This design comes from an exercise in tuning for small area and a short achievable clock period on the open sky130 flow, not from production work. Function was checked by simulation only, so behaviour that the tests miss may differ from the original. Power is estimated from default activity; no workload was simulated.

Design Design_Top, start of the top module:
module Design_Top (
    input  wire    CLK     ,
    input  wire    RST     , 
    input  wire    RX_IN   ,
    output wire    TX_OUT 
);
Size in the first run: about 1400 cells after synthesis, ~4 I/O pins.
==> flow/config.mk <==
export PLATFORM = sky130hd
export DESIGN_NAME = Design_Top
export DESIGN_NICKNAME = Design_Top
export VERILOG_FILES = /design/flow/design.v
export SDC_FILE = /design/flow/constraint.sdc
export NUM_CORES = 4
export LEC_CHECK = 0
export ABC_AREA = 1
export CAP_MARGIN = 0
export CORE_MARGIN = 2
export CORE_UTILIZATION = 70
export CTS_BUF_LIST = sky130_fd_sc_hd__clkbuf_16
export CTS_CLUSTER_DIAMETER = 80
export CTS_CLUSTER_SIZE = 30
export SLEW_MARGIN = 0
==> flow/constraint.sdc <==
create_clock -name core_clock -period 35.0 [get_ports {CLK}]
set_input_delay 7.0000 -clock core_clock [delete_from_list [all_inputs] [get_ports {CLK}]]
set_output_delay 7.0000 -clock core_clock [all_outputs]
set_load 0.01 [all_outputs]
standard.sh (not shown) runs the stock make flow with config.mk's settings and CLKGATE_MAP_FILE= SYNTH_SCRIPT=/design/flow/synth_recipe.tcl, a recipe that flattens the netlist after the stock synthesis.
==> flow/flow/run.sh <==
#!/bin/bash
# The standard layout, with the port buffers made of sky130 buf_4 cells
# (buffer_ports would otherwise pick the slow clkdlybuf4s50_1).
set -euo pipefail
bash standard.sh "BUFFER_PORTS_ARGS=-buffer_cell sky130_fd_sc_hd__buf_4" finish > standard.log 2>&1
==> next run, changes <==
--- a/flow/config.mk
+++ b/flow/config.mk
@@ -11,4 +11,4 @@
-export CORE_UTILIZATION = 70
-export CTS_BUF_LIST = sky130_fd_sc_hd__clkbuf_16
-export CTS_CLUSTER_DIAMETER = 80
-export CTS_CLUSTER_SIZE = 30
+export CORE_UTILIZATION = 55
+export CTS_BUF_LIST = sky130_fd_sc_hd__clkbuf_8
+export CTS_CLUSTER_DIAMETER = 60
+export CTS_CLUSTER_SIZE = 20
Effect: The changed run went through all stages and came out clean. Via count is lower by a few percent. Synthesized cell count is unchanged. Hold slack is worse by 0.014 ns.


Design_Top, a different RTL version from the one above (not shown whole).
Size: roughly 260 flip-flops, roughly 4 I/O pins, about 11,000 um^2 of cells after synthesis.
export LEC_CHECK = 0
export ABC_AREA = 1
export CAP_MARGIN = 0
export CORE_MARGIN = 2
export CORE_UTILIZATION = 70
export CTS_BUF_LIST = sky130_fd_sc_hd__clkbuf_16
export CTS_CLUSTER_DIAMETER = 80
export CTS_CLUSTER_SIZE = 30
export SLEW_MARGIN = 0
create_clock -name core_clock -period 35.0 [get_ports {CLK}]
==> flow/flow/run.sh <==
#!/bin/bash
# The standard layout (the standard.sh) with three changes:
#  - the port buffers are sky130 buf_4 cells (buffer_ports would otherwise
#    pick the slow clkdlybuf4s50_1);
#  - synthesis leaves adders to ABC instead of extracting half/full-adder
#    cells first (ADDER_MAP_FILE empty);
#  - ABC maps the logic with flow/abc_area.script (area recovery with
#    choices and mfs2) instead of ORFS's abc_area.script. For that, ORFS's
#    scripts folder is copied here and only that file is replaced.
# Registers are mapped exactly as in the standard synthesis.
set -euo pipefail
W=$(pwd)
rm -rf "$W/orfs_scripts"
cp -r "$FLOW_HOME/scripts" "$W/orfs_scripts"
cp "$W/flow/abc_area.script" "$W/orfs_scripts/abc_area.script"
bash standard.sh "SCRIPTS_DIR=$W/orfs_scripts" \
    "BUFFER_PORTS_ARGS=-buffer_cell sky130_fd_sc_hd__buf_4" \
    "ADDER_MAP_FILE=" finish > standard.log 2>&1
==> flow/flow/abc_area.script <==
strash
&get -n
&deepsyn -T 60
&put
dch -f
amap
mfs2
strash
dch -f
amap
mfs2
strash
dch -f
amap
topo
The first run went through all stages and came out clean.
Edit:
==> flow/flow/run.sh (replaced) <==
#!/bin/bash
set -euo pipefail
W=$(pwd)
rm -rf "$W/orfs_scripts"
cp -r "$FLOW_HOME/scripts" "$W/orfs_scripts"
cp "$W/flow/abc_area.script" "$W/orfs_scripts/abc_area.script"
bash standard.sh "SCRIPTS_DIR=$W/orfs_scripts" \
    "BUFFER_PORTS_ARGS=-buffer_cell sky130_fd_sc_hd__buf_4" \
    "ADDER_MAP_FILE=" \
    "CTS_ARGS=-sink_clustering_enable -repair_clock_nets -sink_clustering_size 30 -sink_clustering_max_diameter 80 -buf_list sky130_fd_sc_hd__clkbuf_16 -dont_use_dummy_load" finish > standard.log 2>&1
==> flow/flow/abc_area.script (replaced) <==
strash
&get -n
&deepsyn -T 150
&put
dch -f
amap
mfs2
strash
dch -f
amap
mfs2
strash
dch -f
amap
topo
Result:
- non-clock buffer count is unchanged
- clock skew rises by 0.016 ns
- routed wire length barely changes
- total power came out lower by 1.3%
- first-iteration DRC count rises by 4.5%
- setup slack hardly moves
- sequential share of layout area came out higher by 0.28 points
- register-to-register slack got worse by 0.03 ns
- sequential power is about the same
Edit:
==> flow/flow/run.sh (replaced) <==
#!/bin/bash
# The standard layout with two changes: the port buffers are sky130 buf_4
# cells (buffer_ports would otherwise pick the slow clkdlybuf4s50_1), and
# synthesis leaves adders to ABC instead of extracting half/full-adder cells
# first (ADDER_MAP_FILE empty). Registers are the standard synthesis's.
set -euo pipefail
bash standard.sh "BUFFER_PORTS_ARGS=-buffer_cell sky130_fd_sc_hd__buf_4" "ADDER_MAP_FILE=" finish > standard.log 2>&1
--- a/flow/config.mk
+++ b/flow/config.mk
@@ -14,2 +14,4 @@
 export CTS_CLUSTER_SIZE = 30
+export GPL_ROUTABILITY_DRIVEN = 0
+export GPL_TIMING_DRIVEN = 0
 export SLEW_MARGIN = 0
removed: flow/flow/abc_area.script
Final cell count grows by 23%.
Global-route usage shrinks by 2.0 points.
Sequential share of layout area shrinks by 4.9 points.
Fmax stays flat.
Die area grows by 9.9%.
Core utilization shrinks by 0.20 points.
Synthesized cell count grows by 28%.
Edit:
==> flow/flow/run.sh (replaced) <==
#!/bin/bash
# The standard layout (the standard.sh) with three changes:
#  - the port buffers are sky130 buf_4 cells (buffer_ports would otherwise
#    pick the slow clkdlybuf4s50_1);
#  - synthesis leaves adders to ABC instead of extracting half/full-adder
#    cells first (ADDER_MAP_FILE empty);
#  - ABC maps the logic with flow/abc_area.script (area recovery with
#    choices and mfs2) instead of ORFS's abc_area.script. For that, ORFS's
#    scripts folder is copied here and only that file is replaced.
# Registers are mapped exactly as in the standard synthesis.
set -euo pipefail
W=$(pwd)
rm -rf "$W/orfs_scripts"
cp -r "$FLOW_HOME/scripts" "$W/orfs_scripts"
cp "$W/flow/abc_area.script" "$W/orfs_scripts/abc_area.script"
bash standard.sh "SCRIPTS_DIR=$W/orfs_scripts" \
    "BUFFER_PORTS_ARGS=-buffer_cell sky130_fd_sc_hd__buf_4" \
    "ADDER_MAP_FILE=" \
    "CTS_ARGS=-sink_clustering_enable -repair_clock_nets -sink_clustering_size 30 -sink_clustering_max_diameter 80 -buf_list sky130_fd_sc_hd__clkbuf_16 -dont_use_dummy_load" finish > standard.log 2>&1
==> flow/flow/abc_area.script (new file) <==
strash
dch -f
amap
mfs2
strash
dch -f
amap
mfs2
strash
dch -f
amap
topo
--- a/flow/config.mk
+++ b/flow/config.mk
@@ -14,4 +14,2 @@
 export CTS_CLUSTER_SIZE = 30
-export GPL_ROUTABILITY_DRIVEN = 0
-export GPL_TIMING_DRIVEN = 0
 export SLEW_MARGIN = 0
Worst setup slack gets better by 0.017 ns.
Synthesized area drops by a little under a tenth.
Power drops by about a fifth.
Core utilization goes up by 0.66 points.
Die area went down by a little under a tenth.
Design area goes down by a little under a tenth.
Sequential power drops by a few percent.
Global-route usage is higher by 1.4 points.
Maximum frequency is about the same.
Routed wire length decreases by a few percent.
Flip-flop and latch count stays the same.
Edit:
--- a/flow/flow/run.sh
+++ b/flow/flow/run.sh
@@ -17,3 +17,2 @@
     "BUFFER_PORTS_ARGS=-buffer_cell sky130_fd_sc_hd__buf_4" \
-    "ADDER_MAP_FILE=" \
-    "CTS_ARGS=-sink_clustering_enable -repair_clock_nets -sink_clustering_size 30 -sink_clustering_max_diameter 80 -buf_list sky130_fd_sc_hd__clkbuf_16 -dont_use_dummy_load" finish > standard.log 2>&1
+    "ADDER_MAP_FILE=" finish > standard.log 2>&1
What happened: Wire length climbs by 1.2%. Hold slack improves by 0.018 ns. Final cell count went up by 0.45%. Non-clock buffer count is unchanged.
Edit:
==> flow/flow/run.sh (replaced) <==
#!/bin/bash
# The standard layout with two changes: the port buffers are sky130 buf_4
# cells (buffer_ports would otherwise pick the slow clkdlybuf4s50_1), and
# synthesis leaves adders to ABC instead of extracting half/full-adder cells
# first (ADDER_MAP_FILE empty). Registers are the standard synthesis's.
set -euo pipefail
bash standard.sh "BUFFER_PORTS_ARGS=-buffer_cell sky130_fd_sc_hd__buf_4" "ADDER_MAP_FILE=" finish > standard.log 2>&1
--- a/flow/config.mk
+++ b/flow/config.mk
@@ -14,2 +14,3 @@
 export CTS_CLUSTER_SIZE = 30
+export PLACE_DENSITY = 0.75
 export SLEW_MARGIN = 0
removed: flow/flow/abc_area.script
Critical path depth does not change.
Worst hold slack loses 0.033 ns.
Via count came out higher by 12%.
Fmax increases by 0.32%.
Final area grows by 7.7%.
Sequential power goes up by 4.5%.
Power rose by 14%.
First-iteration DRC count climbs by 1.4%.

==> re-timing with driven ports <==
The results above use ideal ports. As a check the final layouts listed here were re-extracted and re-timed, cells and wires unchanged.
Step 1 assumes that a clkbuf_16 drives the clock port and a buf_2 every other input.
Step 2 times the ports against the registers' clock, not the clock port: input delays grow and output delays shrink by t, the midpoint of the rising clock arrivals with the driver on.
a / b / c = ideal / step 1 / step 2; a / b = the first two.
run | t, ns | setup slack, ns | worst slew at a driven data input, ns
the first run of note 1 | 0.547 | 26.987 / 26.940 / 27.251 | 0.03
the second run of note 1 | 0.611 | 26.942 / 26.898 / 27.233 | 0.03
the first run of note 2 | 0.522 | 26.990 / 26.944 / 26.971 | 0.03
the second run of note 2 | 0.511 | 26.993 / 26.951 / 26.942 | 0.03
the third run of note 2 | 0.535 | 26.970 / 26.923 / 27.162 | 0.03
the fourth run of note 2 | 0.510 | 26.987 / 26.945 / 27.002 | 0.03
the fifth run of note 2 | 0.526 | 26.973 / 26.931 / 27.004 | 0.03
the sixth run of note 2 | 0.536 | 26.999 / 26.954 / 27.155 | 0.04
After both steps every run listed still meets setup and hold. The setup slack of the second run of note 2, which loses most, moves by -0.042 ns with the drivers and by -0.051 ns with both steps.
